From an optimization exercise on the open Yosys and OpenROAD flow, aimed at small area, a short achievable clock period and few clock cycles per item; shortcuts taken in it are not production practice. At most, simulation tests tie the RTL to the original design; equivalence was not proved. Function not checked in runs 3 to 9: the RTL went through the layout flow alone. Power figures rest on the tool's default switching activity, not on a simulated workload.

<file path="design/flow/config.mk">
export PLATFORM = sky130hd
export DESIGN_NAME = rc5_encryption
export DESIGN_NICKNAME = rc5_encryption
export VERILOG_FILES = /design/flow/design.v
export SDC_FILE = /design/flow/constraint.sdc
export NUM_CORES = 4
export LEC_CHECK = 0
export ABC_CLOCK_PERIOD_IN_PS = 2500
export CAP_MARGIN = 20
export CORE_MARGIN = 2
export CORE_UTILIZATION = 60
export CTS_BUF_LIST = sky130_fd_sc_hd__clkbuf_16
export CTS_CLUSTER_SIZE = 60
export SLEW_MARGIN = 20
export TNS_END_PERCENT = 100
</file>
<file path="design/flow/constraint.sdc">
create_clock -name core_clock -period 10.0 [get_ports {clk}]
set_input_delay 2.0000 -clock core_clock [delete_from_list [all_inputs] [get_ports {clk}]]
set_output_delay 2.0000 -clock core_clock [all_outputs]
set_load 0.01 [all_outputs]
</file>
<file path="design/flow/design.v">
module rc5_encryption (
    input clk,
    input rst,
    input start,
    input [63:0] d_in,
    output ready,
    output done,
    output [63:0] d_out
);
    function [31:0] key;
        input [4:0] c;
        begin
            case (c)
                5'd1:  key = 32'h46F8E8C5;
                5'd2:  key = 32'h460C6085;
                5'd3:  key = 32'h70F83B8A;
                5'd4:  key = 32'h284B8303;
                5'd5:  key = 32'h513E1454;
                5'd6:  key = 32'hF621ED22;
                5'd7:  key = 32'h3125065D;
                5'd8:  key = 32'h11A83A5D;
                5'd9:  key = 32'hD427686B;
                5'd10: key = 32'h713AD82D;
                5'd11: key = 32'h4B792F99;
                5'd12: key = 32'h2799A4DD;
                5'd13: key = 32'hA7901C49;
                5'd14: key = 32'hDEDE871A;
                5'd15: key = 32'h36C03196;
                5'd16: key = 32'hA7EFC249;
                5'd17: key = 32'h61A78BB8;
                5'd18: key = 32'h3B0A1D2B;
                5'd19: key = 32'h4DBFCA76;
                5'd20: key = 32'hAE162167;
                5'd21: key = 32'h30D76B0A;
                5'd22: key = 32'h43192304;
                5'd23: key = 32'hF6CC1431;
                5'd24: key = 32'h65046380;
                default: key = 32'h0;
            endcase
        end
    endfunction
    function [31:0] rol;
        input [31:0] v;
        input [4:0] s;
        reg [31:0] t;
        begin
            t = v;
            if (s[0]) t = {t[30:0], t[31]};
            if (s[1]) t = {t[29:0], t[31:30]};
            if (s[2]) t = {t[27:0], t[31:28]};
            if (s[3]) t = {t[23:0], t[31:24]};
            if (s[4]) t = {t[15:0], t[31:16]};
            rol = t;
        end
    endfunction
    reg [31:0] xp, yp;
    reg [4:0]  ys_n;
    reg [4:0]  cp;
    reg        vp;
    reg [31:0] rq, yq;
    reg [4:0]  cq;
    reg        vq;
    reg [31:0] kq;       
    reg        ready_r, ready_o, done_r;   
    wire [31:0] rot = rol(xp ^ yp, ~ys_n);
    wire [31:0] sum = rq + kq;
    assign ready = ready_o;
    assign done  = done_r;
    assign d_out = {xp, yp};
    always @(posedge clk) begin
        xp <= yq;
        yp <= sum;
        ys_n <= ~sum[4:0];
        cp <= cq + 5'd1;
        kq <= key(ready_r ? 5'd0 : cp);
        if (ready_r) begin
            rq <= d_in[31:0];
            yq <= d_in[63:32];
            cq <= 5'd0;
        end else begin
            rq <= rot;
            yq <= yp;
            cq <= cp;
        end
        if (rst) begin
            vp      <= 1'b0;
            vq      <= 1'b0;
            done_r  <= 1'b0;
            ready_r <= 1'b1;
            ready_o <= 1'b1;
        end else begin
            vp      <= vq;
            vq      <= ready_r ? start : vp;
            done_r  <= vq && (cq == 5'd24);
            ready_r <= !vq || (cq == 5'd24);
            ready_o <= !vq || ((cq + 5'd1) == 5'd25);
        end
    end
endmodule
</file>
<file path="design/flow/flow/run.sh">
#!/bin/bash
export SETUP_SLACK_MARGIN=7.0
export BUFFER_PORTS_ARGS="-buffer_cell sky130_fd_sc_hd__buf_1"
bash standard.sh > standard.log 2>&1
</file>
<file path="design/flow/standard.sh">
#!/bin/bash
# synth_recipe.tcl (not shown) runs the flow's synth.tcl, then flattens the netlist and writes it again
# the make line also repeats each setting of config.mk as NAME=value (left out here)
make -C /OpenROAD-flow-scripts/flow DESIGN_CONFIG=/design/flow/config.mk WORK_HOME=/design/flow/orfs CLKGATE_MAP_FILE= SYNTH_SCRIPT=/design/flow/synth_recipe.tcl "${@:-finish}"
</file>
==> results of run 1 <==
## kinds of logic (layout without fill, tap and decap cells)
logic type      count (synthesis)  after routing  share of synthesized area
compound gates                207            207                      0.129
simple gates                  159            159                     0.0724
mux                           165            165                      0.279
buf+inv                        82            200                     0.0423
flops                         180            180                      0.365
xor+xnor                       65             65                     0.0576
fa+ha+maj                      43             43                     0.0552
## metrics by stage
stage / instance area [um^2] / power, mW / worst slack (ns) / instances / utilization
after detailed placement: 10400 / 1.80 / 7.05 / 1203 / 0.650
after CTS: 11000 / 2.50 / 6.99 / 1235 / 0.689
after global routing: 11100 / 2.61 / 6.99 / 1235 / 0.693
after global placement: 10400 / 1.78 / 7.17 / 1203 / 0.650
final: 11100 / 2.53 / 7.03 / 1235 / 0.693
after floorplan: 9880 / 1.53 / 7.63 / 901 / -
## cell type report
type | count | area (um^2) | area share
multi-input cells | 639 | 5860 | 0.529
flip-flops and latches | 180 | 3630 | 0.328
repair buffers | 141 | 609 | 0.0550
clock buffers | 17 | 425 | 0.0384
well taps | 216 | 270 | 0.0244
clock inverters | 15 | 181 | 0.0164
inverters | 27 | 105 | 0.00948
## flip-flops by register name, summed over array words and instances (netlist names)
signal   count
yq          32
ready_o      1
cq           5
ready_r      1
done_r       1
vq           1
rq          32
ys_n         5
vp           1
xp          32
kq          32
yp          32
cp           5
## placed cells by master (no fill, tap or decap), types with 5 or more instances in the layout
| master | synthesis | routed |
|---|---|---|
| nand3_1 | 15 | 15 |
| dfxtp_1 | 180 | 162 |
| clkinv_8 | 0 | 5 |
| nor2_1 | 50 | 50 |
| mux2i_1 | 36 | 36 |
| xnor2_1 | 51 | 51 |
| o221ai_1 | 6 | 6 |
| a21oi_1 | 75 | 75 |
| o21ai_0 | 51 | 51 |
| buf_1 | 4 | 95 |
| mux4_1 | 56 | 56 |
| o21a_1 | 6 | 6 |
| buf_4 | 1 | 9 |
| a31oi_1 | 6 | 6 |
| nand2_1 | 56 | 55 |
| ha_1 | 42 | 41 |
| mux4_2 | 9 | 9 |
| a21o_1 | 14 | 14 |
| clkbuf_16 | 0 | 17 |
| clkbuf_2 | 0 | 30 |
| buf_2 | 2 | 7 |
| dfxtp_2 | 0 | 16 |
| xor2_1 | 14 | 14 |
| inv_1 | 25 | 24 |
| nand4_1 | 6 | 6 |
| nor3_1 | 9 | 9 |
| mux2_2 | 64 | 64 |
## how the worst max path moves through the flow
stage,from,end,cells past startpoint
final,xp[12],d_out[44],1
after global routing,xp[8],d_out[40],1
after CTS,yp[30],d_out[30],1
after detailed placement,ready_r,kq[2],9
after global placement,ready_r,kq[2],9
after floorplan,yp[0],d_out[0],0
## layer usage
layer,track usage,vias to the layer above,wire length [um]
met2,0.540,474,13900
li1,-,3601,-
met1,0.433,3881,11600
met4,0.104,0,999
met3,0.0865,73,2790
met5,0,-,0
## timing repair
item,CTS,global route
gates resized for setup,12,46
cloned,0,0
setup endpoints to repair,10,43
## power by group through the flow
stage	sequential, mW	combinational [mW]	clock, mW
detailed placement	0.891	0.907	0
floorplan	0.886	0.639	0
CTS	0.877	0.932	0.690
global placement	0.887	0.894	0
global route	0.890	1.01	0.715
finish	0.880	0.973	0.680
==> results.py, run 1 <==
metrics = {
    "synth": {
        "syn_nets": 1011,
        "synth_top_area_share": 0.365,
        "avgSynthCellArea_um2": 11.0,
        "synth_area_um2": 9880,
        "synth-edff-count": 0,
        "synth-seq-cells": 180,
        "synth.distinct_cells": 63,
        "yosysSeqAreaShare": 0.365,
        "yosysTopAreaCell": "dfxtp_1",
        "ys_warn_count": 1,
        "synth_commonest_cells": "dfxtp_1 (180), a21oi_1 (75), mux2_2 (64)",
        "ys.flop_type": "dfxtp_1",
        "netlist_instances": 901,
        "yosysMostFrequentCell": "dfxtp_1",
        "synth_top_cells_by_area": "dfxtp_1 (36%), mux4_1 (15%), mux2_2 (7.3%)",
        "async_flop_share": 0,
    },
    "clock_tree": {
        "clock_latency_ns": 0.44,
        "cts_buffers": 17,
        "cts-root-buf": "clkbuf_16",
        "clkTransAtPathRegs_ns": 0.08,
        "clock-sinks": 180,
        "cts-hold-fix-buffers": 0,
        "cts_tree": "done",
        "htree_levels": 4,
        "cts_buffer_depth": 2,
        "cts_setup_buffers": 0,
    },
    "worst_setup_path": {
        "cpPeakStageDelay_ns": 0.37,
        "path_buf_inv": 1,
        "startpoint_type": "flop",
        "cp-end-kind": "primary output",
        "crit_arrival_ns": 0.97,
        "path_class": "reg2out",
        "r2r_end": "rq[23]",
        "worstPathMaxFanout": 2,
        "rrSetupSlack_ns": 7.16,
        "reg2regPathDepth": 5,
        "worstPathCellList": "buf_1",
        "path_delay_family": "flip-flops",
        "cp_slowest_cell": "dfxtp_1",
        "rr_startpoint": "xp[28]",
        "required_ns": 8.00,
    },
    "min_path": {
        "whs_endpoint": "xp[31]",
        "hp-class": "reg2reg",
        "hp-start": "yq[31]",
        "min_path_cells": 0,
    },
    "outcome": {
        "status": "no timing/DRC/antenna violations",
    },
    "route": {
        "vias": 8029,
        "postRouteWirelength_um": 29300,
        "drc": 0,
        "drtPass1Iterations": 7,
        "ant_nets": 0,
        "dr.first_iter.drc_count": 971,
        "routedWlPerCell_um": 23.7,
        "viasPerCell": 6.50,
    },
    "global_routing": {
        "grt_overflow": 0,
        "grt_pass1_wl_um": 44400,
        "antenna_found_initial": 1,
        "grtUsageTotal": 0.331,
        "grt_pass1_vias": 7613,
        "grt_max_degree": 61,
    },
    "sta": {
        "min_period_over_period": 0.297,
        "fin_hold_ws_ns": 0.329,
        "setup-tns-final_ns": 0,
        "hold_viol_final": 0,
        "clock_skew_ns": 0.00986,
        "slew_violations": 0,
        "setup_viol_count_final": 0,
        "period_needed_ns": 2.97,
        "max-slew-margin-rel": 0.370,
        "rsz0062_at_grt": "no",
        "max_freq_mhz": 336,
        "worst_pin_slew_ns": 0.945,
    },
    "floorplanning": {
        "die_h_um": 132,
        "start_util": 0.617,
        "die_x_um": 132,
        "rows": 46,
        "core_um2": 16000,
        "dieArea_um2": 17500,
        "io_pins": 133,
    },
    "pwr": {
        "netSwitchingFraction": 0.370,
        "clkPwrFrac": 0.268,
        "p_int_mw": 1.60,
        "power_frac_comb": 0.384,
        "p_seq_frac": 0.347,
        "p_per_area_nw_per_um2": 228,
        "leakage_nw": 4.62,
        "peakVddDrop_mv": 0.142,
        "p_switching_uw": 937,
    },
    "placed_design": {
        "place.gp.congestion": 0.996,
        "dp_hpwl_um": 21300,
        "io_buffers": 132,
    },
    "finish": {
        "syn_to_final_growth_pct": 12.2,
        "drive_gt1_frac": 0.173,
        "n_antenna_cell": 0,
        "fillerInstances": 1209,
        "fin_nets": 1116,
    },
    "run": {
        "cap_violations": 0,
    },
}
Testbench counts, summed over its fixed seeds: cycles 19,206, blocks 768.
==> run 2, diff against run 1 <==
--- a/design/flow/config.mk
+++ b/design/flow/config.mk
@@ -7,3 +7,3 @@
 export LEC_CHECK = 0
-export ABC_CLOCK_PERIOD_IN_PS = 2500
+export ABC_AREA = 1
 export CAP_MARGIN = 20
==> results.py, run 2 <==
metrics = {
    "outcome": {
        "status": "no timing/DRC/antenna violations",
    },
    "sta": {
        "fin_hold_ws_ns": 0.318,
        "setup_viol_count_final": 0,
        "clock_skew_ns": 0.0156,
        "max-slew-margin-rel": 0.301,
        "worst_pin_slew_ns": 1.05,
        "period_needed_ns": 3.00,
        "fin_ws_ns": 7.00,
        "slew_violations": 0,
        "setup-tns-final_ns": 0,
        "rsz0062_at_grt": "no",
        "min_period_over_period": 0.300,
        "hold_viol_final": 0,
        "max_freq_mhz": 333,
    },
    "worst_setup_path": {
        "path_delay_family": "flip-flops",
        "startpoint_type": "flop",
        "r2r_end": "kq[0]",
        "cp_slowest_cell": "dfxtp_1",
        "path_class": "reg2out",
        "rr_startpoint": "ready_r",
        "crit_arrival_ns": 1.00,
        "reg2regPathDepth": 5,
        "cp-end-kind": "primary output",
        "rrSetupSlack_ns": 7.11,
        "required_ns": 8.00,
        "cpPeakStageDelay_ns": 0.39,
        "path_buf_inv": 1,
        "worstPathMaxFanout": 3,
        "worstPathCellList": "buf_2",
    },
    "synth": {
        "async_flop_share": 0,
        "netlist_instances": 1420,
        "synth-edff-count": 0,
        "ys.flop_type": "dfxtp_1",
        "synth-seq-cells": 180,
        "avgSynthCellArea_um2": 6.85,
        "synth.distinct_cells": 38,
        "synth_top_cells_by_area": "dfxtp_1 (37%), nand3_1 (20%), nand2_1 (12%)",
        "yosysMostFrequentCell": "nand3_1",
        "yosysTopAreaCell": "dfxtp_1",
        "yosysSeqAreaShare": 0.370,
        "synth_area_um2": 9730,
        "synth_commonest_cells": "nand3_1 (390), nand2_1 (305), dfxtp_1 (180)",
        "syn_nets": 1530,
        "ys_warn_count": 1,
        "synth_top_area_share": 0.370,
    },
    "placed_design": {
        "io_buffers": 132,
        "dp_slack_ns": 6.92,
        "place.gp.congestion": 1.06,
        "dp_hpwl_um": 26700,
    },
    "min_path": {
        "hp-start": "yq[18]",
        "hp-class": "reg2reg",
        "whs_endpoint": "xp[18]",
        "min_path_cells": 0,
    },
    "clock_tree": {
        "cts-hold-fix-buffers": 0,
        "cts-root-buf": "clkbuf_16",
        "clock-sinks": 180,
        "htree_levels": 4,
        "clock_latency_ns": 0.45,
        "cts_tree": "done",
        "clkTransAtPathRegs_ns": 0.07,
        "cts_buffer_depth": 2,
        "cts_buffers": 17,
    },
    "floorplanning": {
        "core_um2": 15900,
        "start_util": 0.613,
        "dieArea_um2": 17300,
        "die_x_um": 131,
        "rows": 46,
        "die_h_um": 131,
        "io_pins": 133,
    },
    "pwr": {
        "p_int_mw": 1.30,
        "p_switching_uw": 743,
        "clkPwrFrac": 0.325,
        "peakVddDrop_mv": 0.144,
        "p_per_area_nw_per_um2": 188,
        "power_frac_comb": 0.266,
        "netSwitchingFraction": 0.363,
        "p_seq_frac": 0.409,
        "leakage_nw": 5.21,
    },
    "finish": {
        "mostFrequentLayoutCells": "nand3_1 (390), nand2_1 (305), dfxtp_1 (160), inv_1 (137), buf_1 (102)",
        "syn_to_final_growth_pct": 11.9,
        "drive_gt1_frac": 0.0686,
        "final_util": 0.686,
        "fin_nets": 1627,
        "n_antenna_cell": 0,
        "final_common_cell": "nand3_1",
        "fillerInstances": 1347,
    },
    "global_routing": {
        "grt_pass1_wl_um": 52800,
        "grtUsageTotal": 0.391,
        "grt_overflow": 0,
        "antenna_found_initial": 1,
        "grt_pass1_vias": 9820,
        "grt_max_degree": 95,
    },
    "route": {
        "routedWlPerCell_um": 19.6,
        "viasPerCell": 6.05,
        "vias": 10600,
        "ant_nets": 0,
        "drtPass1Iterations": 7,
        "postRouteWirelength_um": 34300,
        "dr.first_iter.drc_count": 1449,
        "drc": 0,
    },
    "run": {
        "cap_violations": 0,
    },
}
[run 2: cell families after synthesis]
kind of cell,count (synthesis),synth area share
simple gates,794,0.367
flops,180,0.370
fa+ha+maj,43,0.0561
xor+xnor,25,0.0225
buf+inv,200,0.0841
compound gates,178,0.0999
[run 2: layout make-up]
| class | instances | area (um^2) | share of cell area |
|---|---|---|---|
| Multi-Input combinational cell | 1040 | 5310 | 0.488 |
| Sequential cell | 180 | 3630 | 0.333 |
| Timing Repair Buffer | 138 | 578 | 0.0531 |
| Inverter | 140 | 526 | 0.0483 |
| Clock buffer | 17 | 425 | 0.0391 |
| Tap cell | 216 | 270 | 0.0248 |
| Clock inverter | 15 | 150 | 0.0138 |
[run 2: routing by layer]
| metal | up-vias | global-route usage | wire [um] |
|---|---|---|---|
| met2 | 653 | 0.649 | 16000 |
| met1 | 4804 | 0.489 | 13300 |
| met5 | - | 0 | 0 |
| met3 | 153 | 0.0826 | 3320 |
| li1 | 4954 | - | - |
| met4 | 0 | 0.179 | 1660 |
[run 2: worst max path at each step]
| stage | end | slack, ns | start | depth (start not counted) |
|---|---|---|---|---|
| floorplan | d_out[0] | 7.64 | yp[0] | 0 |
| global placement | rq[29] | 6.95 | ys_n[1] | 7 |
| detailed placement | rq[25] | 6.92 | ys_n[1] | 7 |
| CTS | d_out[22] | 7.00 | yp[22] | 1 |
| global route | d_out[4] | 6.99 | yp[4] | 1 |
| finish | d_out[7] | 7.00 | yp[7] | 1 |
[run 2: timing repair]
item	4_1_cts	5_1_grt
cloned	0	0
buffers inserted	0	0
endpoints found under the hold margin	0	0
endpoints found under the setup margin	14	32
resized for setup	10	39
[run 2: per-stage QoR]
stage	instances	power [mW]	instance area, um^2
finish	1746	2.04	10900
global route	1746	2.13	10900
CTS	1746	2.02	10800
detailed placement	1714	1.37	10300
global placement	1714	1.36	10300
floorplan	1420	1.20	9730
[run 2: power groups by stage]
stage	Combinational (mW)	Clock, mW	Sequential, mW
2_1_floorplan	0.363	0	0.839
3_3_place_gp	0.515	0	0.845
3_5_place_dp	0.520	0	0.846
4_1_cts	0.523	0.662	0.832
5_1_grt	0.593	0.691	0.841
6_report	0.544	0.664	0.836
[run 2: worst reg2reg max path: stages, from the launching register on]
cell,delay [ns]
dfxtp_4,0.41
nor2_2,0.55
inv_1,0.13
nor2_1,0.74
inv_1,0.38
o21ai_0,0.53
==> run 3, diff against run 2 <==
--- a/design/flow/design.v
+++ b/design/flow/design.v
@@ -62,5 +62,5 @@
     reg        vq;
-    reg [31:0] kq;       
     reg        ready_r, ready_o, done_r;   
     wire [31:0] rot = rol(xp ^ yp, ~ys_n);
+    wire [31:0] kq  = key(cq);
     wire [31:0] sum = rq + kq;
@@ -74,3 +74,2 @@
         cp <= cq + 5'd1;
-        kq <= key(ready_r ? 5'd0 : cp);
         if (ready_r) begin
--- a/design/flow/config.mk
+++ b/design/flow/config.mk
@@ -7,3 +7,3 @@
 export LEC_CHECK = 0
-export ABC_AREA = 1
+export ABC_CLOCK_PERIOD_IN_PS = 2500
 export CAP_MARGIN = 20
==> results.py, run 3 <==
metrics = {
    "floorplanning": {
        "die_x_um": 134,
        "die_h_um": 134,
        "dieArea_um2": 17900,
        "core_um2": 16500,
        "rows": 47,
        "io_pins": 133,
        "start_util": 0.610,
    },
    "global_routing": {
        "grt_max_degree": 65,
        "antenna_found_initial": 2,
        "grt_pass1_vias": 7741,
        "grtUsageTotal": 0.325,
        "grt_overflow": 0,
        "grt_pass1_wl_um": 44000,
    },
    "route": {
        "routedWlPerCell_um": 23.3,
        "vias": 7975,
        "ant_nets": 0,
        "dr.first_iter.drc_count": 833,
        "postRouteWirelength_um": 29100,
        "drtPass1Iterations": 6,
        "drc": 0,
        "viasPerCell": 6.38,
    },
    "synth": {
        "avgSynthCellArea_um2": 10.9,
        "synth_commonest_cells": "dfxtp_1 (180), mux2_2 (68), a21oi_1 (66)",
        "syn_nets": 1038,
        "yosysSeqAreaShare": 0.357,
        "async_flop_share": 0,
        "synth_top_area_share": 0.357,
        "synth-edff-count": 0,
        "synth_top_family_by_area": "multiplexers",
        "synth.distinct_cells": 68,
        "synthAdderAreaFrac": 0.0541,
        "yosysTopAreaCell": "dfxtp_1",
        "ys_warn_count": 1,
        "synthMuxAreaShare": 0.277,
        "yosys.area_share.simple": 0.0754,
        "yosysMostFrequentCell": "dfxtp_1",
        "netlist_instances": 928,
        "synth_area_um2": 10100,
        "synthXorXnorAreaFrac": 0.0538,
        "synth_compound_area_frac": 0.134,
        "ys.flop_type": "dfxtp_1",
        "synth-seq-cells": 180,
        "synth_top_cells_by_area": "dfxtp_1 (36%), mux4_1 (15%), mux2_2 (7.6%)",
    },
    "run": {
        "cap_violations": 0,
    },
    "sta": {
        "clock_skew_ns": 0.0123,
        "min_period_over_period": 0.298,
        "setup-tns-final_ns": 0,
        "rsz0062_at_grt": "no",
        "slew_violations": 0,
        "max_freq_mhz": 335,
        "hold_viol_final": 0,
        "setup_viol_count_final": 0,
        "fin_hold_ws_ns": 0.326,
        "max-slew-margin-rel": 0.376,
        "worst_pin_slew_ns": 0.936,
        "period_needed_ns": 2.98,
    },
    "placed_design": {
        "place_inst": 1216,
        "io_buffers": 132,
        "place.gp.congestion": 0.928,
        "placed_area_um2": 10500,
        "dp_hpwl_um": 21700,
    },
    "worst_setup_path": {
        "path_delay_family": "flip-flops",
        "cpPeakStageDelay_ns": 0.39,
        "crit_arrival_ns": 0.98,
        "cp_slowest_cell": "dfxtp_1",
        "crit_end": "d_out[19]",
        "critical_path_depth": 1,
        "worstPathMaxFanout": 3,
        "r2r_end": "kq[12]",
        "reg2regPathDepth": 7,
        "required_ns": 8.00,
        "cp-end-kind": "primary output",
        "rr_startpoint": "ready_r",
        "startpoint_type": "flop",
        "rrSetupSlack_ns": 7.22,
        "path_buf_inv": 1,
        "crit_start": "yp[19]",
        "path_class": "reg2out",
        "worstPathCellList": "clkbuf_2",
    },
    "finish": {
        "fin_nets": 1126,
        "fin_cells": 1250,
        "fillerInstances": 1292,
        "final_common_cell": "dfxtp_1",
        "fin_area_um2": 11200,
        "syn_to_final_growth_pct": 10.9,
        "mostFrequentLayoutCells": "dfxtp_1 (164), buf_1 (98), mux2_2 (68), a21oi_1 (66), nand2_1 (60)",
        "drive_gt1_frac": 0.176,
    },
    "clock_tree": {
        "htree_levels": 4,
        "clock-sinks": 180,
        "cts_tree": "done",
        "cts-root-buf": "clkbuf_16",
        "cts-hold-fix-buffers": 0,
        "clkTransAtPathRegs_ns": 0.07,
        "clock_latency_ns": 0.44,
        "cts_buffers": 17,
        "cts_buffer_depth": 2,
    },
    "outcome": {
        "status": "no timing/DRC/antenna violations",
    },
    "pwr": {
        "peakVddDrop_mv": 0.142,
        "leakage_nw": 4.70,
        "p_per_area_nw_per_um2": 234,
    },
    "min_path": {
        "hp-class": "reg2reg",
        "hp-start": "yq[31]",
    },
}
-- run 3: cell count changes in the layout (fill, tap and decap cells not counted), sizes merged, moves of 11 or more --
cell   change
mux4      +64
nand2    -249
nor2      -30
a21oi     +11
o21ai     -49
nand3    -371
mux2i     +38
mux2      +68
xnor2     +46
inv      -114
-- run 3: how the worst min path moves through the flow --
stage                        end  slack, ns  cells past startpoint
after CTS                 xp[31]       0.32                      0
after global routing      xp[16]       0.34                      0
final                     xp[31]       0.33                      0
after floorplan            xp[0]       0.31                      0
after detailed placement   xp[0]       0.31                      0
after global placement    xp[18]       0.31                      0
-- run 3: where the power goes --
part	total, mW	switching (mW)	internal (mW)
Combinational	1.07	0.561	0.505
Clock	0.647	0.318	0.330
Sequential	0.906	0.0905	0.815
-- run 3: final cells by class --
class / instances / area (um^2) / area share
multi-input cells: 651 / 6010 / 0.537
diodes: 1 / 2.50 / 0.000224
well taps: 220 / 275 / 0.0246
repair buffers: 139 / 611 / 0.0546
flip-flops and latches: 180 / 3630 / 0.324
clock inverters: 15 / 134 / 0.0120
inverters: 27 / 101 / 0.00906
clock buffers: 17 / 425 / 0.0380
-- run 3: cell families after synthesis --
kind of cell    count (synthesis)
flops                         180
simple gates                  167
xor+xnor                       62
mux                           170
fa+ha+maj                      43
compound gates                209
buf+inv                        97
-- run 3: per-layer routing --
layer | GRT usage | vias to the layer above | wire length, um
li1 | - | 3652 | -
met1 | 0.424 | 3896 | 12200
met2 | 0.542 | 368 | 13900
met3 | 0.0677 | 59 | 1980
met4 | 0.108 | 0 | 990
met5 | 0 | - | 0
-- run 3: timing repair --
item,in CTS,in global routing
resized for setup,13,42
cloned,0,0
endpoints found under the setup margin,34,41
endpoints found under the hold margin,0,0
buffers inserted,0,1
-- run 3: stage by stage --
step	util	setup slack (ns)	total power, mW
floorplan	-	7.63	1.64
global placement	0.637	6.65	1.92
detailed placement	0.637	6.59	1.94
CTS	0.673	7.00	2.59
global route	0.677	6.99	2.71
finish	0.677	7.02	2.62
==> run 4, diff against run 3 <==
--- a/design/flow/config.mk
+++ b/design/flow/config.mk
@@ -11,4 +11,4 @@
 export CORE_UTILIZATION = 60
-export CTS_BUF_LIST = sky130_fd_sc_hd__clkbuf_16
-export CTS_CLUSTER_SIZE = 60
+export CTS_BUF_LIST = sky130_fd_sc_hd__clkbuf_8
+export CTS_CLUSTER_SIZE = 30
 export SLEW_MARGIN = 20
==> results.py, run 4 <==
metrics = {
    "global_routing": {
        "grtUsageTotal": 0.324,
        "grt_pass1_vias": 7732,
        "antenna_found_initial": 1,
        "grt_pass1_wl_um": 43800,
        "grt_overflow": 0,
        "grt_max_degree": 65,
    },
    "finish": {
        "multi_input_area_um2": 6010,
        "seqCellArea_um2": 3690,
        "mostFrequentLayoutCells": "dfxtp_1 (117), mux2_2 (68), buf_1 (68), a21oi_1 (66)",
        "syn_to_final_growth_pct": 12.1,
        "drive_gt1_frac": 0.266,
        "fin_cells": 1269,
        "final_common_cell": "dfxtp_1",
        "fillerInstances": 1277,
        "fin_nets": 1145,
    },
    "sta": {
        "period_needed_ns": 2.99,
        "max_freq_mhz": 335,
        "worst_pin_slew_ns": 0.939,
        "setup-tns-final_ns": 0,
        "clock_skew_ns": 0.0213,
        "min_period_over_period": 0.299,
        "hold_viol_final": 0,
        "max-slew-margin-rel": 0.374,
        "setup_viol_count_final": 0,
        "rsz0062_at_grt": "no",
        "slew_violations": 0,
    },
    "route": {
        "drtPass1Iterations": 5,
        "routedWlPerCell_um": 23.3,
        "dr.first_iter.drc_count": 881,
        "drc": 0,
        "vias": 8135,
        "viasPerCell": 6.41,
        "ant_nets": 0,
        "postRouteWirelength_um": 29600,
    },
    "worst_setup_path": {
        "worstPathCellList": "buf_2",
        "cp_slowest_cell": "dfxtp_2",
        "crit_arrival_ns": 0.99,
        "required_ns": 8.00,
        "worstPathMaxFanout": 2,
        "cpPeakStageDelay_ns": 0.35,
        "path_class": "reg2out",
        "cp-end-kind": "primary output",
        "path_buf_inv": 1,
        "path_delay_family": "flip-flops",
        "rrSetupSlack_ns": 7.23,
        "startpoint_type": "flop",
    },
    "placed_design": {
        "io_buffers": 132,
        "place.gp.congestion": 0.928,
        "dp_hpwl_um": 21700,
        "place_inst": 1216,
    },
    "clock_tree": {
        "cts_tree": "done",
        "clock_latency_ns": 0.49,
        "htree_levels": 4,
        "cts_buffer_depth": 2,
        "cts-hold-fix-buffers": 0,
        "clock-sinks": 180,
        "clkTransAtPathRegs_ns": 0.11,
        "cts-root-buf": "clkbuf_8",
        "cts_buffers": 17,
    },
    "synth": {
        "synth_top_area_share": 0.357,
        "synth_top_cells_by_area": "dfxtp_1 (36%), mux4_1 (15%), mux2_2 (7.6%)",
        "syn_nets": 1038,
        "netlist_instances": 928,
        "yosysMostFrequentCell": "dfxtp_1",
        "ys_warn_count": 1,
        "yosysTopAreaCell": "dfxtp_1",
        "yosysSeqAreaShare": 0.357,
        "synth-seq-cells": 180,
        "async_flop_share": 0,
        "ys.flop_type": "dfxtp_1",
        "synth-edff-count": 0,
        "synth_area_um2": 10100,
        "synth_commonest_cells": "dfxtp_1 (180), mux2_2 (68), a21oi_1 (66)",
        "synth.distinct_cells": 68,
        "avgSynthCellArea_um2": 10.9,
    },
    "floorplanning": {
        "rows": 47,
        "dieArea_um2": 17900,
        "core_um2": 16500,
        "start_util": 0.610,
        "die_x_um": 134,
        "io_pins": 133,
        "die_h_um": 134,
    },
    "pwr": {
        "clkPwrFrac": 0.198,
        "netSwitchingFraction": 0.381,
        "leakage_nw": 4.81,
        "peakVddDrop_mv": 0.129,
        "p_per_area_nw_per_um2": 223,
        "p_switching_uw": 961,
        "p_seq_frac": 0.361,
        "p_int_mw": 1.56,
        "power_mw": 2.52,
        "power_frac_comb": 0.441,
    },
    "run": {
        "cap_violations": 0,
    },
    "min_path": {
        "hp-class": "reg2reg",
    },
    "outcome": {
        "status": "no timing/DRC/antenna violations",
    },
}
==> run 4: cell count changes in the layout (fill, tap and decap cells not counted) <==
cell       previous run  this run
clkbuf_8              0        19
clkbuf_16            17         0
buf_4                 5        24
clkinv_1              3         1
buf_6                 0         8
clkbuf_2             28         6
dfxtp_1             164       117
dfxtp_4               1         3
buf_2                 6        50
buf_1                98        68
dfxtp_2              15        60
==> run 4: path summary, 6_finish.rpt <==
| check | startpoint | endpoint | cells after the start |
|---|---|---|---|
| setup reg to reg | ready_r | kq[12] | 7 |
| hold / removal | yq[13] | xp[13] | 0 |
| hold reg to reg | yq[13] | xp[13] | 0 |
| setup / recovery | yp[20] | d_out[20] | 1 |
==> run 4: layout make-up <==
cell class / instances / share of cell area
diodes: 1 / 0.000221
clock buffers: 19 / 0.0231
clock inverters: 13 / 0.0112
inverters: 27 / 0.00896
multi-input cells: 651 / 0.531
flip-flops and latches: 180 / 0.326
well taps: 220 / 0.0243
repair buffers: 158 / 0.0744
==> run 4: metal layers <==
layer  vias to the layer above  part of all wire  GRT usage
met5                         -                 0          0
met4                         0             0.030      0.107
met3                        63             0.072     0.0635
met2                       403              0.48      0.541
met1                      3986              0.41      0.424
li1                       3683                 -          -
==> run 4: cells by family after synthesis <==
family	after synthesis	share of synthesized area
AOI/OAI and AO/OA	209	0.134
xor gates and xnor gates	62	0.0538
adders and majority gates	43	0.0541
buffers and inverters	97	0.0478
DFF	180	0.357
muxes	170	0.277
and+or+nand+nor	167	0.0754
==> run 4: metrics by stage <==
| step | util | setup slack [ns] | area, um^2 | hold WS (ns) |
|---|---|---|---|---|
| 2_1_floorplan | - | 7.63 | 10100 | 0.310 |
| 6_report | 0.684 | 7.01 | 11300 | 0.332 |
| 3_3_place_gp | 0.637 | 6.65 | 10500 | 0.310 |
| 4_1_cts | 0.669 | 7.00 | 11100 | 0.330 |
| 3_5_place_dp | 0.637 | 6.59 | 10500 | 0.312 |
| 5_1_grt | 0.684 | 6.98 | 11300 | 0.339 |
==> run 4: power groups by stage <==
stage | combinational [mW] | clock (mW) | sequential, mW
floorplan | 0.741 | 0 | 0.895
global placement | 1.01 | 0 | 0.912
detailed placement | 1.02 | 0 | 0.917
CTS | 1.05 | 0.499 | 0.908
global route | 1.16 | 0.526 | 0.919
finish | 1.11 | 0.499 | 0.910
==> run 4: repair_timing <==
| action | CTS | global route |
|---|---|---|
| resized for setup | 96 | 46 |
| endpoints found under the setup margin | 86 | 65 |
| pin swaps | 0 | 0 |
| setup buffers | 0 | 20 |
==> run 5, diff against run 4 <==
--- a/design/flow/design.v
+++ b/design/flow/design.v
@@ -56,3 +56,2 @@
     reg [31:0] xp, yp;
-    reg [4:0]  ys_n;
     reg [4:0]  cp;
@@ -62,7 +61,6 @@
     reg        vq;
-    reg        ready_r, ready_o, done_r;   
-    wire [31:0] rot = rol(xp ^ yp, ~ys_n);
-    wire [31:0] kq  = key(cq);
-    wire [31:0] sum = rq + kq;
-    assign ready = ready_o;
+    reg        ready_r, done_r;
+    wire [31:0] rot = rol(xp ^ yp, yp[4:0]);
+    wire [31:0] sum = rq + key(cq);
+    assign ready = ready_r;
     assign done  = done_r;
@@ -72,3 +70,2 @@
         yp <= sum;
-        ys_n <= ~sum[4:0];
         cp <= cq + 5'd1;
@@ -88,3 +85,2 @@
             ready_r <= 1'b1;
-            ready_o <= 1'b1;
         end else begin
@@ -94,3 +90,2 @@
             ready_r <= !vq || (cq == 5'd24);
-            ready_o <= !vq || ((cq + 5'd1) == 5'd25);
         end
==> design/flow/run.sh (new file) <==
#!/bin/bash
# synth_recipe.tcl (not shown) runs the flow's synth.tcl, then flattens the netlist and writes it again
# the make line also repeats each setting of config.mk as NAME=value (left out here)
make -C /OpenROAD-flow-scripts/flow DESIGN_CONFIG=/design/flow/config.mk WORK_HOME=/design/flow/orfs CLKGATE_MAP_FILE= SYNTH_SCRIPT=/design/flow/synth_recipe.tcl finish
==> design/flow/config.mk (replaced) <==
export PLATFORM = sky130hd
export DESIGN_NAME = rc5_encryption
export DESIGN_NICKNAME = rc5_encryption
export VERILOG_FILES = /design/flow/design.v
export SDC_FILE = /design/flow/constraint.sdc
export NUM_CORES = 4
export LEC_CHECK = 0
export CAP_MARGIN = 20
export CORE_MARGIN = 2
export CORE_UTILIZATION = 40
export SLEW_MARGIN = 20
removed: design/flow/flow/run.sh
removed: design/flow/standard.sh
==> results.py, run 5 <==
metrics = {
    "outcome": {
        "status": "no timing/DRC/antenna violations",
    },
    "floorplanning": {
        "die_x_um": 158,
        "core_um2": 23300,
        "dieArea_um2": 24900,
        "rows": 56,
        "io_pins": 133,
        "die_h_um": 158,
        "start_util": 0.406,
    },
    "placed_design": {
        "place_inst": 1376,
        "dp_hpwl_um": 22800,
        "place.gp.congestion": 0.916,
        "io_buffers": 132,
    },
    "synth": {
        "synth-seq-cells": 174,
        "synth_top_area_share": 0.368,
        "async_flop_share": 0,
        "synth_area_um2": 9480,
        "ys_warn_count": 1,
        "yosysSeqAreaShare": 0.368,
        "ys.flop_type": "dfxtp_1",
        "synth_commonest_cells": "dfxtp_1 (174), a21oi_1 (82), nand2_1 (81)",
        "synth.distinct_cells": 66,
        "avgSynthCellArea_um2": 9.60,
        "synth-edff-count": 0,
        "netlist_instances": 987,
        "yosysTopAreaCell": "dfxtp_1",
        "yosysMostFrequentCell": "dfxtp_1",
        "syn_nets": 1097,
        "synth_top_cells_by_area": "dfxtp_1 (37%), mux4_2 (6.7%), mux2_2 (6.4%)",
    },
    "worst_setup_path": {
        "rr_startpoint": "ready_r",
        "worstPathCellList": "buf_4 > clkdlybuf4s50_1",
        "cp_slowest_cell": "clkdlybuf4s50_1",
        "cpPeakStageDelay_ns": 0.66,
        "worstPathMaxFanout": 56,
        "rrSetupSlack_ns": 6.17,
        "startpoint_type": "flop",
        "path_delay_family": "buffers and inverters",
        "crit_arrival_ns": 2.34,
        "reg2regPathDepth": 7,
        "r2r_end": "key$func$/design/flow/design.v:64$5471.$result[26]",
        "path_buf_inv": 2,
        "required_ns": 8.00,
        "path_class": "reg2out",
        "cp-end-kind": "primary output",
    },
    "clock_tree": {
        "cts_setup_buffers": 0,
        "cts_buffers": 17,
        "clkTransAtPathRegs_ns": 0.07,
        "ctsResizeCount": 0,
        "cts_tree": "done",
        "cts-hold-fix-buffers": 0,
        "cts-root-buf": "clkbuf_16",
        "cts_buffer_depth": 2,
        "clock_latency_ns": 0.44,
        "clock-sinks": 174,
        "htree_levels": 4,
    },
    "pwr": {
        "p_per_area_nw_per_um2": 194,
        "leakage_nw": 4.69,
        "power_mw": 2.23,
        "p_int_mw": 1.45,
        "p_switching_uw": 781,
        "power_frac_comb": 0.349,
        "peakVddDrop_mv": 0.0974,
        "p_seq_frac": 0.369,
        "netSwitchingFraction": 0.349,
        "clkPwrFrac": 0.281,
    },
    "sta": {
        "rsz0062_at_grt": "no",
        "hold_viol_final": 0,
        "clock_skew_ns": 0.0145,
        "worst_pin_slew_ns": 1.02,
        "period_needed_ns": 4.34,
        "slew_violations": 0,
        "min_period_over_period": 0.434,
        "setup-tns-final_ns": 0,
        "max-slew-margin-rel": 0.317,
        "setup_viol_count_final": 0,
        "max_freq_mhz": 230,
    },
    "run": {
        "cap_violations": 0,
    },
    "finish": {
        "drive_gt1_frac": 0.150,
        "fillerInstances": 2201,
        "final_common_cell": "dfxtp_1",
        "fin_nets": 1187,
        "mostFrequentLayoutCells": "dfxtp_1 (171), clkdlybuf4s50_1 (132), a21oi_1 (82), nand2_1 (81)",
        "n_antenna_cell": 0,
        "fin_cells": 1408,
        "syn_to_final_growth_pct": 21.8,
    },
    "global_routing": {
        "grt_max_degree": 57,
        "grt_overflow": 0,
        "grtUsageTotal": 0.242,
        "grt_pass1_vias": 7586,
        "grt_pass1_wl_um": 45000,
        "antenna_found_initial": 0,
    },
    "min_path": {
        "hp-class": "reg2reg",
        "min_path_cells": 0,
        "hp-start": "yq[14]",
        "whs_endpoint": "xp[14]",
    },
    "route": {
        "vias": 8078,
        "postRouteWirelength_um": 29900,
        "drtPass1Iterations": 5,
        "dr.first_iter.drc_count": 705,
        "drc": 0,
        "viasPerCell": 5.74,
        "ant_nets": 0,
        "routedWlPerCell_um": 21.2,
    },
}
==> run 5: changes by cell type after synthesis, sizes merged, moves of 9 or more <==
cell,change
a21boi,+9
a21oi,+17
mux2,-14
mux4,-36
nand2,+21
nand2b,+25
o21ai,+9
o221a,+29
==> run 5: cells by family after synthesis <==
| kind of cell | synth area share |
|---|---|
| fa+ha+maj | 0.0576 |
| xor+xnor | 0.0582 |
| flops | 0.368 |
| mux | 0.171 |
| simple gates | 0.105 |
| compound gates | 0.200 |
| buf+inv | 0.0409 |
==> run 5: per-stage QoR <==
step                      setup slack, ns  hold WS, ns  cell area (um^2)   util
after floorplan                      7.55        0.310              9480      -
after global placement               6.09        0.310             11000  0.470
after global routing                 5.49        0.328             11500  0.495
after detailed placement             6.10        0.312             11000  0.470
final                                5.66        0.323             11500  0.495
after CTS                            5.61        0.324             11500  0.494
==> run 5: final cells by class <==
type,instances,area (um^2),share of cell area
clock buffers,17,425,0.0369
clock inverters,14,120,0.0104
inverters,29,109,0.00943
multi-input cells,716,5610,0.486
flip-flops and latches,174,3490,0.302
well taps,319,399,0.0346
repair buffers,139,1390,0.121
==> run 5: power by group through the flow <==
stage	Combinational [mW]	Clock, mW	Sequential [mW]
floorplan	0.486	0	0.831
global placement	0.761	0	0.841
detailed placement	0.756	0	0.842
CTS	0.764	0.643	0.826
global route	0.829	0.674	0.835
finish	0.780	0.629	0.826
==> run 5: worst max-delay path by stage <==
stage               startpoint       end  cells after the start
floorplan                yp[3]  d_out[3]                      0
global placement       ready_r     ready                      2
detailed placement     ready_r     ready                      2
CTS                    ready_r     ready                      2
global route           ready_r     ready                      2
finish                 ready_r     ready                      2
==> run 5: metal layers <==
metal  global-route usage  up-vias  share of wire
met4                0.101        0          0.034
met2                0.360      377           0.43
met3               0.0627       53          0.083
met5                    0        -              0
met1                0.333     3872           0.45
li1                     -     3776              -
==> run 6, diff against run 5 <==
--- a/design/flow/config.mk
+++ b/design/flow/config.mk
@@ -7,2 +7,3 @@
 export LEC_CHECK = 0
+export ABC_CLOCK_PERIOD_IN_PS = 2500
 export CAP_MARGIN = 20
@@ -10,2 +11,4 @@
 export CORE_UTILIZATION = 40
+export SETUP_SLACK_MARGIN = 5
 export SLEW_MARGIN = 20
+export TNS_END_PERCENT = 100
==> results.py, run 6 <==
metrics = {
    "synth": {
        "avgSynthCellArea_um2": 9.60,
        "netlist_instances": 987,
        "ys_warn_count": 1,
        "synth_top_area_share": 0.368,
        "yosysMostFrequentCell": "dfxtp_1",
        "synth-seq-cells": 174,
        "synth_area_um2": 9480,
        "synth.distinct_cells": 66,
        "ys.flop_type": "dfxtp_1",
        "syn_nets": 1097,
        "synth-edff-count": 0,
        "async_flop_share": 0,
        "synth_commonest_cells": "dfxtp_1 (174), a21oi_1 (82), nand2_1 (81)",
        "yosysTopAreaCell": "dfxtp_1",
        "yosysSeqAreaShare": 0.368,
        "synth_top_cells_by_area": "dfxtp_1 (37%), mux4_2 (6.7%), mux2_2 (6.4%)",
    },
    "run": {
        "cap_violations": 0,
    },
    "route": {
        "vias": 8078,
        "postRouteWirelength_um": 29900,
        "viasPerCell": 5.74,
        "dr.max_layer_used": "met4",
        "drc": 0,
        "drtPass1Iterations": 5,
        "ant_nets": 0,
        "routedWlPerCell_um": 21.2,
        "wl_met3_um": 2470,
        "routed-wl-met2_um": 13000,
        "dr.first_iter.drc_count": 705,
        "met1Wirelength_um": 13400,
    },
    "outcome": {
        "status": "no timing/DRC/antenna violations",
    },
    "finish": {
        "mostFrequentLayoutCells": "dfxtp_1 (171), clkdlybuf4s50_1 (132), a21oi_1 (82), nand2_1 (81)",
        "drive_gt1_frac": 0.150,
        "syn_to_final_growth_pct": 21.8,
        "final_util": 0.495,
        "n_antenna_cell": 0,
        "final_common_cell": "dfxtp_1",
        "fin_nets": 1187,
        "fillerInstances": 2201,
    },
    "global_routing": {
        "grt_pass1_vias": 7586,
        "grtUsageTotal": 0.242,
        "grt_pass1_wl_um": 45000,
        "grt_max_degree": 57,
        "antenna_found_initial": 0,
        "grt_overflow": 0,
    },
    "clock_tree": {
        "clkTransAtPathRegs_ns": 0.07,
        "ctsResizeCount": 0,
        "cts_setup_buffers": 0,
        "cts_tree": "done",
        "clock_latency_ns": 0.44,
        "cts-hold-fix-buffers": 0,
        "htree_levels": 4,
        "cts_buffers": 17,
        "cts_buffer_depth": 2,
        "cts-root-buf": "clkbuf_16",
        "clock-sinks": 174,
    },
    "min_path": {
        "hp-class": "reg2reg",
        "hp-start": "yq[14]",
    },
    "worst_setup_path": {
        "worstPathMaxFanout": 56,
        "crit_arrival_ns": 2.34,
        "cp_slowest_cell": "clkdlybuf4s50_1",
        "path_buf_inv": 2,
        "worstPathCellList": "buf_4 > clkdlybuf4s50_1",
        "crit_start": "ready_r",
        "path_class": "reg2out",
        "cp-end-kind": "primary output",
        "startpoint_type": "flop",
        "rrSetupSlack_ns": 6.17,
        "path_delay_family": "buffers and inverters",
        "required_ns": 8.00,
        "cpPeakStageDelay_ns": 0.66,
        "rr_startpoint": "ready_r",
    },
    "pwr": {
        "leakage_nw": 4.69,
        "clkPwrFrac": 0.281,
        "netSwitchingFraction": 0.349,
        "p_int_mw": 1.45,
        "p_switching_uw": 781,
        "p_seq_frac": 0.369,
        "peakVddDrop_mv": 0.0974,
        "power_mw": 2.23,
        "p_per_area_nw_per_um2": 194,
        "power_frac_comb": 0.349,
    },
    "placed_design": {
        "dp_hpwl_um": 22800,
        "io_buffers": 132,
        "dp_slack_ns": 6.10,
        "place.gp.congestion": 0.916,
    },
    "sta": {
        "fin_ws_ns": 5.66,
        "period_needed_ns": 4.34,
        "clock_skew_ns": 0.0145,
        "hold_viol_final": 0,
        "worst_pin_slew_ns": 1.02,
        "rsz0062_at_grt": "no",
        "min_period_over_period": 0.434,
        "slew_violations": 0,
        "max_freq_mhz": 230,
        "max-slew-margin-rel": 0.317,
        "setup-tns-final_ns": 0,
        "fin_hold_ws_ns": 0.323,
        "setup_viol_count_final": 0,
    },
    "floorplanning": {
        "start_util": 0.406,
        "core_um2": 23300,
        "die_h_um": 158,
        "io_pins": 133,
        "rows": 56,
        "dieArea_um2": 24900,
        "die_x_um": 158,
    },
}
[run 6: cells by family (layout without fill, tap and decap cells)]
group           after synthesis  in the layout  synth area share
buf+inv                      97            199            0.0409
mux                         120            120             0.171
xor+xnor                     63             63            0.0582
fa+ha+maj                    43             43            0.0576
flops                       174            174             0.368
simple gates                215            215             0.105
compound gates              275            275             0.200
[run 6: cell type report]
class,count,area [um^2],area share
multi-input cells,716,5610,0.486
flip-flops and latches,174,3490,0.302
repair buffers,139,1390,0.121
clock buffers,17,425,0.0369
well taps,319,399,0.0346
clock inverters,14,120,0.0104
inverters,29,109,0.00943
[run 6: power by group through the flow]
stage	Clock (mW)	Combinational (mW)	Sequential [mW]
floorplan	0	0.486	0.831
global placement	0	0.761	0.841
detailed placement	0	0.756	0.842
CTS	0.643	0.764	0.826
global route	0.674	0.829	0.835
finish	0.629	0.780	0.826
[run 6: stage by stage]
step	std cells	area (um^2)
2_1_floorplan	987	9480
3_3_place_gp	1376	11000
3_5_place_dp	1376	11000
4_1_cts	1407	11500
5_1_grt	1408	11500
6_report	1408	11500
[run 6: worst register-to-register path: cells and delay by family (launching register included)]
family          cells  cell delay [ns]
buf+inv             3             1.47
compound gates      3             1.06
flops               1             0.63
simple gates        1             0.58
[run 6: path summary, 6_finish.rpt]
kind | endpoint | cells after the start
worst min-delay path | xp[14] | 0
worst min register to register | xp[14] | 0
worst max-delay path | ready | 2
worst max register to register | key$func$/design/flow/design.v:64$5471.$result[26] | 7
[run 6: layer usage]
metal | track usage | vias up
li1 | - | 3776
met1 | 0.333 | 3872
met2 | 0.360 | 377
met3 | 0.0627 | 53
met4 | 0.101 | 0
met5 | 0 | -
==> run 7, diff against run 6 <==
==> design/flow/flow/run.sh (new file) <==
#!/bin/bash
export SETUP_SLACK_MARGIN=7.0
bash standard.sh > standard.log 2>&1
==> design/flow/standard.sh (new file) <==
#!/bin/bash
# synth_recipe.tcl (not shown) runs the flow's synth.tcl, then flattens the netlist and writes it again
# the make line also repeats each setting of config.mk as NAME=value (left out here)
make -C /OpenROAD-flow-scripts/flow DESIGN_CONFIG=/design/flow/config.mk WORK_HOME=/design/flow/orfs CLKGATE_MAP_FILE= SYNTH_SCRIPT=/design/flow/synth_recipe.tcl "${@:-finish}"
--- a/design/flow/config.mk
+++ b/design/flow/config.mk
@@ -11,3 +11,2 @@
 export CORE_UTILIZATION = 40
-export SETUP_SLACK_MARGIN = 5
 export SLEW_MARGIN = 20
removed: design/flow/run.sh
==> results.py, run 7 <==
metrics = {
    "outcome": {
        "status": "no timing/DRC/antenna violations",
    },
    "finish": {
        "multi_input_area_um2": 5630,
        "final_common_cell": "dfxtp_1",
        "drive_gt1_frac": 0.309,
        "mostFrequentLayoutCells": "dfxtp_1 (110), a21oi_1 (82), nand2_1 (79), clkdlybuf4s50_1 (66), buf_2 (62)",
        "syn_to_final_growth_pct": 27.1,
        "fin_nets": 1245,
        "fillerInstances": 2197,
        "n_antenna_cell": 0,
        "seqCellArea_um2": 3590,
    },
    "global_routing": {
        "grt_max_degree": 41,
        "grt_pass1_wl_um": 48200,
        "grt_overflow": 0,
        "antenna_found_initial": 0,
        "grt_pass1_vias": 8034,
        "grtUsageTotal": 0.262,
    },
    "min_path": {
        "hp-start": "yq[14]",
        "hp-class": "reg2reg",
    },
    "pwr": {
        "p_seq_frac": 0.352,
        "leakage_nw": 5.13,
        "netSwitchingFraction": 0.350,
        "p_per_area_nw_per_um2": 192,
        "p_int_mw": 1.50,
        "peakVddDrop_mv": 0.0975,
        "clkPwrFrac": 0.273,
        "power_frac_comb": 0.375,
        "p_switching_uw": 810,
        "power_mw": 2.31,
    },
    "clock_tree": {
        "cts-root-buf": "clkbuf_16",
        "clkTransAtPathRegs_ns": 0.07,
        "cts_buffer_depth": 2,
        "clock_latency_ns": 0.44,
        "htree_levels": 4,
        "cts_tree": "done",
        "cts_buffers": 17,
        "clock-sinks": 174,
    },
    "route": {
        "drtPass1Iterations": 5,
        "ant_nets": 0,
        "postRouteWirelength_um": 32300,
        "drc": 0,
        "viasPerCell": 5.76,
        "dr.first_iter.drc_count": 798,
        "routedWlPerCell_um": 22.0,
        "vias": 8449,
    },
    "synth": {
        "ys_warn_count": 1,
        "syn_nets": 1097,
        "yosysTopAreaCell": "dfxtp_1",
        "synth_top_cells_by_area": "dfxtp_1 (37%), mux4_2 (6.7%), mux2_2 (6.4%)",
        "netlist_instances": 987,
        "synth-edff-count": 0,
        "synth_top_area_share": 0.368,
        "synth_area_um2": 9480,
        "synth.distinct_cells": 66,
        "yosysSeqAreaShare": 0.368,
        "ys.flop_type": "dfxtp_1",
        "async_flop_share": 0,
        "yosysMostFrequentCell": "dfxtp_1",
        "avgSynthCellArea_um2": 9.60,
        "synth-seq-cells": 174,
        "synth_commonest_cells": "dfxtp_1 (174), a21oi_1 (82), nand2_1 (81)",
    },
    "sta": {
        "max_freq_mhz": 329,
        "min_period_over_period": 0.304,
        "max-slew-margin-rel": 0.523,
        "period_needed_ns": 3.04,
        "slew_violations": 0,
        "clock_skew_ns": 0.0153,
        "fin_hold_ws_ns": 0.323,
        "worst_pin_slew_ns": 0.710,
        "setup-tns-final_ns": 0,
        "setup_viol_count_final": 0,
        "hold_viol_final": 0,
        "rsz0062_at_grt": "yes",
    },
    "floorplanning": {
        "core_um2": 23300,
        "start_util": 0.406,
        "die_x_um": 158,
        "dieArea_um2": 24900,
        "die_h_um": 158,
        "io_pins": 133,
        "rows": 56,
    },
    "worst_setup_path": {
        "cp-end-kind": "primary output",
        "reg2regPathDepth": 9,
        "r2r_end": "key$func$/design/flow/design.v:64$5471.$result[24]",
        "cpPeakStageDelay_ns": 0.37,
        "required_ns": 8.00,
        "path_class": "reg2out",
        "cp_slowest_cell": "dfxtp_4",
        "path_buf_inv": 2,
        "path_delay_family": "flip-flops",
        "worstPathCellList": "buf_16 > buf_6",
        "crit_arrival_ns": 1.04,
        "rr_startpoint": "ready_r",
        "startpoint_type": "flop",
        "worstPathMaxFanout": 2,
        "critical_path_depth": 2,
        "crit_start": "ready_r",
        "crit_end": "ready",
        "rrSetupSlack_ns": 7.19,
    },
    "placed_design": {
        "io_buffers": 132,
        "place.gp.congestion": 0.916,
        "dp_hpwl_um": 22800,
    },
    "run": {
        "cap_violations": 0,
    },
}
## run 7: cell counts after synthesis
No cell type changed its count.
## run 7: repair_timing
action | 4_1_cts | 5_1_grt
cloned | 7 | 0
hold buffers | 0 | 0
buffers inserted | 51 | 0
pin swaps | 0 | 0
resized for setup | 332 | 28
endpoints found under the setup margin | 97 | 37
## run 7: worst min-delay path by stage
stage               slack (ns)      to  cells past startpoint
CTS                       0.32  xp[14]                      0
floorplan                 0.31   xp[0]                      0
detailed placement        0.31  xp[14]                      0
global route              0.32   xp[6]                      0
finish                    0.32  xp[14]                      0
global placement          0.31   xp[6]                      0
## run 7: per-layer routing
layer / vias to the layer above / routed length (um) / global-route usage
met4: 0 / 1200 / 0.109
li1: 3899 / - / -
met3: 68 / 3180 / 0.0813
met2: 433 / 14100 / 0.393
met1: 4049 / 13700 / 0.347
met5: - / 0 / 0
## run 7: final cells by class
class	count	area share
clock buffers	17	0.0353
clock inverters	14	0.00997
repair buffers	197	0.147
multi-input cells	716	0.467
flip-flops and latches	174	0.298
well taps	319	0.0331
inverters	29	0.00914
## run 7: power by group through the flow
stage | registers, mW | logic [mW] | clock network, mW
6_report | 0.814 | 0.867 | 0.631
5_1_grt | 0.820 | 0.915 | 0.675
4_1_cts | 0.814 | 0.849 | 0.643
3_5_place_dp | 0.842 | 0.756 | 0
3_3_place_gp | 0.841 | 0.761 | 0
2_1_floorplan | 0.831 | 0.486 | 0
## run 7: kinds of logic (layout without fill, tap and decap cells)
| group | after synthesis | count (layout) | synth area share |
|---|---|---|---|
| mux | 120 | 120 | 0.171 |
| simple gates | 215 | 215 | 0.105 |
| buf+inv | 97 | 257 | 0.0409 |
| flops | 174 | 174 | 0.368 |
| fa+ha+maj | 43 | 43 | 0.0576 |
| compound gates | 275 | 275 | 0.200 |
| xor+xnor | 63 | 63 | 0.0582 |
## run 7: stage by stage
step,worst slack (ns),cell area (um^2),utilization,cells
after floorplan,7.55,9480,-,987
after global placement,6.09,11000,0.470,1376
after detailed placement,6.10,11000,0.470,1376
after CTS,6.94,12100,0.519,1465
after global routing,6.92,12000,0.516,1466
final,6.96,12000,0.516,1466
==> run 8, diff against run 7 <==
==> design/flow/flow/run.sh (replaced) <==
#!/bin/bash
export SETUP_SLACK_MARGIN=7.0
export BUFFER_PORTS_ARGS="-buffer_cell sky130_fd_sc_hd__buf_1"
bash standard.sh > standard.log 2>&1
==> results.py, run 8 <==
metrics = {
    "outcome": {
        "status": "no timing/DRC/antenna violations",
    },
    "finish": {
        "final_common_cell": "dfxtp_1",
        "n_antenna_cell": 0,
        "syn_to_final_growth_pct": 19.3,
        "drive_gt1_frac": 0.245,
        "fillerInstances": 2207,
        "fin_area_um2": 11300,
        "mostFrequentLayoutCells": "dfxtp_1 (139), a21oi_1 (82), buf_1 (81), nand2_1 (79)",
        "fin_nets": 1209,
    },
    "floorplanning": {
        "die_x_um": 158,
        "die_h_um": 158,
        "rows": 56,
        "dieArea_um2": 24900,
        "io_pins": 133,
        "core_um2": 23300,
        "start_util": 0.406,
    },
    "global_routing": {
        "grtUsageTotal": 0.251,
        "grt_max_degree": 41,
        "antenna_found_initial": 0,
        "grt_overflow": 0,
        "grt_pass1_vias": 7705,
        "grt_pass1_wl_um": 45900,
    },
    "synth": {
        "ys.flop_type": "dfxtp_1",
        "netlist_instances": 987,
        "synth_commonest_cells": "dfxtp_1 (174), a21oi_1 (82), nand2_1 (81)",
        "synth.distinct_cells": 66,
        "yosysTopAreaCell": "dfxtp_1",
        "yosysSeqAreaShare": 0.368,
        "async_flop_share": 0,
        "synth-seq-cells": 174,
        "ys_warn_count": 1,
        "yosysMostFrequentCell": "dfxtp_1",
        "syn_nets": 1097,
        "synth_top_cells_by_area": "dfxtp_1 (37%), mux4_2 (6.7%), mux2_2 (6.4%)",
        "avgSynthCellArea_um2": 9.60,
        "synth_top_area_share": 0.368,
        "synth-edff-count": 0,
        "synth_area_um2": 9480,
    },
    "sta": {
        "slew_violations": 0,
        "clock_skew_ns": 0.0123,
        "max-slew-margin-rel": 0.443,
        "min_period_over_period": 0.310,
        "rsz0062_at_grt": "yes",
        "setup-tns-final_ns": 0,
        "period_needed_ns": 3.10,
        "max_freq_mhz": 323,
        "setup_viol_count_final": 0,
        "worst_pin_slew_ns": 0.834,
        "hold_viol_final": 0,
        "fin_ws_ns": 6.90,
    },
    "clock_tree": {
        "clock_latency_ns": 0.44,
        "cts_buffers": 17,
        "clock-sinks": 174,
        "cts-hold-fix-buffers": 0,
        "cts-root-buf": "clkbuf_16",
        "clkTransAtPathRegs_ns": 0.07,
        "cts_buffer_depth": 2,
        "htree_levels": 4,
        "cts_tree": "done",
    },
    "placed_design": {
        "placed_area_um2": 10200,
        "dp_hpwl_um": 22300,
        "dp_slack_ns": 6.50,
        "io_buffers": 132,
        "place.gp.congestion": 0.910,
    },
    "worst_setup_path": {
        "cp-end-kind": "primary output",
        "worstPathCellList": "buf_16 > buf_6",
        "path_class": "reg2out",
        "path_delay_family": "flip-flops",
        "cpPeakStageDelay_ns": 0.39,
        "cp_slowest_cell": "dfxtp_4",
        "required_ns": 8.00,
        "worstPathMaxFanout": 3,
        "crit_arrival_ns": 1.10,
        "path_buf_inv": 2,
        "startpoint_type": "flop",
    },
    "route": {
        "vias": 8197,
        "postRouteWirelength_um": 31000,
        "routedWlPerCell_um": 21.7,
        "viasPerCell": 5.73,
        "drc": 0,
        "dr.first_iter.drc_count": 966,
        "ant_nets": 0,
        "drtPass1Iterations": 6,
    },
    "run": {
        "cap_violations": 0,
    },
    "pwr": {
        "p_per_area_nw_per_um2": 202,
        "peakVddDrop_mv": 0.115,
        "leakage_nw": 4.75,
    },
    "min_path": {
        "hp-class": "reg2reg",
    },
}
## run 8: per-stage QoR
| stage | total power [mW] | cells | hold slack, ns | utilization |
|---|---|---|---|---|
| final | 2.29 | 1431 | 0.320 | 0.485 |
| after global routing | 2.39 | 1431 | 0.324 | 0.485 |
| after CTS | 2.27 | 1430 | 0.324 | 0.481 |
| after detailed placement | 1.54 | 1377 | 0.312 | 0.435 |
| after global placement | 1.54 | 1377 | 0.310 | 0.435 |
| after floorplan | 1.32 | 987 | 0.310 | - |
## run 8: area by class of cell
type	instances	area (um^2)	share of cell area
well taps	319	399	0.0353
inverters	29	110	0.00974
clock buffers	20	457	0.0404
flip-flops and latches	174	3550	0.314
clock inverters	12	126	0.0112
multi-input cells	716	5620	0.497
repair buffers	161	1050	0.0928
## run 8: path summary, 6_finish.rpt
path / slack [ns] / depth (start not counted) / to / startpoint
setup / recovery: 6.90 / 2 / ready / ready_r
setup reg to reg: 7.18 / 9 / yp[30] / key$func$/design/flow/design.v:64$5471.$result[0]
hold / removal: 0.32 / 0 / xp[16] / yq[16]
hold reg to reg: 0.32 / 0 / xp[16] / yq[16]
## run 8: logic make-up after synthesis
family,count (synthesis),synth area share
fa+ha+maj,43,0.0576
buf+inv,97,0.0409
simple gates,215,0.105
xor+xnor,63,0.0582
flops,174,0.368
compound gates,275,0.200
mux,120,0.171
## run 8: power by group
part	internal, mW	leakage (nW)	switching, mW
logic	0.362	3.01	0.441
registers	0.769	1.46	0.0516
clock network	0.364	0.286	0.300
total	1.50	4.75	0.793
## run 8: routing by layer
layer	routed length, um	share of wire	up-vias	global-route usage
met5	0	0	-	0
met4	816	0.026	0	0.0948
met3	2730	0.088	42	0.0780
met2	13900	0.45	395	0.392
met1	13600	0.44	3927	0.326
li1	-	-	3833	-
## run 8: timing repair
| action | CTS | global route |
|---|---|---|
| endpoints found under the setup margin | 40 | 59 |
| setup buffers | 14 | 1 |
| cloned | 7 | 0 |
| resized for setup | 61 | 52 |
==> run 9, diff against run 8 <==
--- a/design/flow/config.mk
+++ b/design/flow/config.mk
@@ -10,3 +10,5 @@
 export CORE_MARGIN = 2
-export CORE_UTILIZATION = 40
+export CORE_UTILIZATION = 60
+export CTS_BUF_LIST = sky130_fd_sc_hd__clkbuf_8
+export CTS_CLUSTER_SIZE = 30
 export SLEW_MARGIN = 20
==> results.py, run 9 <==
metrics = {
    "outcome": {
        "status": "no timing/DRC/antenna violations",
    },
    "route": {
        "vias": 8407,
        "dr.first_iter.drc_count": 950,
        "drc": 0,
        "routedWlPerCell_um": 21.6,
        "viasPerCell": 6.25,
        "postRouteWirelength_um": 29100,
        "drtPass1Iterations": 7,
        "ant_nets": 0,
    },
    "floorplanning": {
        "start_util": 0.619,
        "core_um2": 15300,
        "die_h_um": 130,
        "io_pins": 133,
        "die_x_um": 130,
        "dieArea_um2": 16800,
        "rows": 45,
    },
    "min_path": {
        "hp-class": "reg2reg",
        "whs_endpoint": "xp[12]",
        "min_path_cells": 0,
        "hp-start": "yq[12]",
    },
    "clock_tree": {
        "htree_levels": 4,
        "clock_latency_ns": 0.48,
        "clock-sinks": 174,
        "cts_buffer_depth": 2,
        "cts-hold-fix-buffers": 0,
        "clkTransAtPathRegs_ns": 0.10,
        "cts_buffers": 17,
        "cts-root-buf": "clkbuf_8",
        "cts_tree": "done",
    },
    "sta": {
        "slew_violations": 0,
        "worst_pin_slew_ns": 1.05,
        "hold_viol_final": 0,
        "clock_skew_ns": 0.0155,
        "setup_viol_count_final": 0,
        "period_needed_ns": 3.06,
        "min_period_over_period": 0.306,
        "max-slew-margin-rel": 0.297,
        "setup-tns-final_ns": 0,
        "rsz0062_at_grt": "yes",
        "max_freq_mhz": 327,
    },
    "synth": {
        "netlist_instances": 987,
        "synth.distinct_cells": 66,
        "synth_area_um2": 9480,
        "async_flop_share": 0,
        "synth_commonest_cells": "dfxtp_1 (174), a21oi_1 (82), nand2_1 (81)",
        "syn_nets": 1097,
        "synth_top_area_share": 0.368,
        "yosysSeqAreaShare": 0.368,
        "ys_warn_count": 1,
        "synth-edff-count": 0,
        "ys.flop_type": "dfxtp_1",
        "avgSynthCellArea_um2": 9.60,
        "yosysTopAreaCell": "dfxtp_1",
        "yosysMostFrequentCell": "dfxtp_1",
        "synth_top_cells_by_area": "dfxtp_1 (37%), mux4_2 (6.7%), mux2_2 (6.4%)",
        "synth-seq-cells": 174,
    },
    "pwr": {
        "power_mw": 2.11,
        "p_per_area_nw_per_um2": 190,
        "peakVddDrop_mv": 0.103,
        "leakage_nw": 4.74,
    },
    "worst_setup_path": {
        "crit_arrival_ns": 1.06,
        "startpoint_type": "flop",
        "cp-end-kind": "primary output",
        "crit_start": "yp[0]",
        "required_ns": 8.00,
        "r2r_end": "yp[30]",
        "worstPathMaxFanout": 2,
        "rrSetupSlack_ns": 7.15,
        "rr_startpoint": "rq[0]",
        "reg2regPathDepth": 9,
        "path_class": "reg2out",
    },
    "global_routing": {
        "grtUsageTotal": 0.337,
        "antenna_found_initial": 1,
        "grt_pass1_wl_um": 42500,
        "grt_max_degree": 63,
        "grt_overflow": 0,
        "grt_pass1_vias": 7582,
    },
    "finish": {
        "n_antenna_cell": 0,
        "fin_nets": 1232,
        "fillerInstances": 1146,
        "syn_to_final_growth_pct": 17.4,
        "fin_area_um2": 11100,
        "mostFrequentLayoutCells": "dfxtp_1 (109), a21oi_1 (82), nand2_1 (80), buf_1 (67), dfxtp_2 (57)",
        "final_common_cell": "dfxtp_1",
        "drive_gt1_frac": 0.297,
    },
    "placed_design": {
        "io_buffers": 132,
        "dp_hpwl_um": 20300,
        "place.gp.congestion": 0.965,
        "placed_area_um2": 10000,
    },
    "run": {
        "cap_violations": 0,
    },
}
## run 9: cell types whose count changed in the layout (fill, tap and decap cells not counted), moves of 3 or more
cell / before / now
bufbuf_16: 7 / 3
buf_4: 15 / 45
clkbuf_8: 2 / 17
dfxtp_1: 139 / 109
buf_1: 81 / 67
dfxtp_2: 26 / 57
buf_2: 22 / 43
clkbuf_2: 25 / 8
clkbuf_16: 17 / 0
buf_6: 6 / 15
inv_6: 5 / 2
## run 9: worst max path at each step
stage	cells after the start	endpoint
2_1_floorplan	0	d_out[3]
3_3_place_gp	1	d_out[3]
3_5_place_dp	1	d_out[3]
4_1_cts	1	d_out[3]
5_1_grt	2	d_out[1]
6_report	2	d_out[0]
## run 9: area by class of cell
cell class,count,area (um^2),share of cell area
clock inverter,15,158,0.0142
multi-input combinational,716,5610,0.504
clock buffer,17,234,0.0210
tap,211,264,0.0237
sequential,174,3580,0.322
inverter,29,113,0.0101
timing repair buffer,184,1170,0.105
## run 9: stage by stage
stage                     hold slack, ns   util  std cells  worst slack, ns
after detailed placement           0.312  0.654       1268             6.84
after floorplan                    0.310      -        987             7.55
final                              0.319  0.727       1346             6.94
after global placement             0.310  0.654       1268             6.85
after global routing               0.316  0.727       1346             6.91
after CTS                          0.324  0.703       1316             6.84
## run 9: cell families after synthesis
group,share of synthesized area
buffers and inverters,0.0409
xor gates and xnor gates,0.0582
and+or+nand+nor,0.105
AOI/OAI and AO/OA,0.200
adders and majority gates,0.0576
muxes,0.171
DFF,0.368
## run 9: power by group
part	internal [mW]	total, mW	switching [mW]	leakage, nW
combinational	0.375	0.802	0.427	3.08
sequential	0.771	0.819	0.0477	1.46
clock	0.206	0.493	0.287	0.200
## run 9: worst max-delay path, cell delays in order (launching register included)
cell and delay, ns:
dfxtp_4 0.36, buf_12 0.12, buf_6 0.11
## run 9: metal layers
layer  GRT usage  vias up  share of wire
met5           0        -              0
met4       0.134        0          0.037
met1       0.457     3931           0.41
met2       0.530      513           0.46
li1            -     3879              -
met3      0.0661       84          0.094
## run 9: what timing repair did
item,in CTS,in global routing
setup buffers,13,30
resized for setup,104,56
gates cloned,3,0
setup endpoints to repair,63,68

static timing again, ports no longer ideal:
How much do the figures lean on ideal ports? The routed layouts below were timed once more, with nothing changed but the port constraints.
Step 1: set_driving_cell puts a clkbuf_16 on clk and a buf_2 on each other input, an assumption about the parent block.
Step 2, shift: input delay + t, output delay - t, t = (earliest + latest rising clock arrival at the registers) / 2. This alone moves slack from input paths to output paths.
Slacks: no drivers / after step 1 / after step 2; pairs: no drivers / after step 1.
run | t (ns) | setup slack, ns
run 1 | 0.479 | 7.026 / 6.982 / 7.164
run 2 | 0.485 | 7.001 / 6.956 / 7.106
run 3 | 0.478 | 7.016 / 6.970 / 7.215
run 4 | 0.516 | 7.011 / 6.969 / 7.227
run 5 | 0.479 | 5.658 / 5.613 / 6.092
run 6 | 0.479 | 5.658 / 5.613 / 6.092
run 7 | 0.481 | 6.957 / 6.911 / 7.025
run 8 | 0.481 | 6.902 / 6.855 / 7.181
run 9 | 0.516 | 6.941 / 6.900 / 7.153
After both steps setup and hold are still met in every run listed.
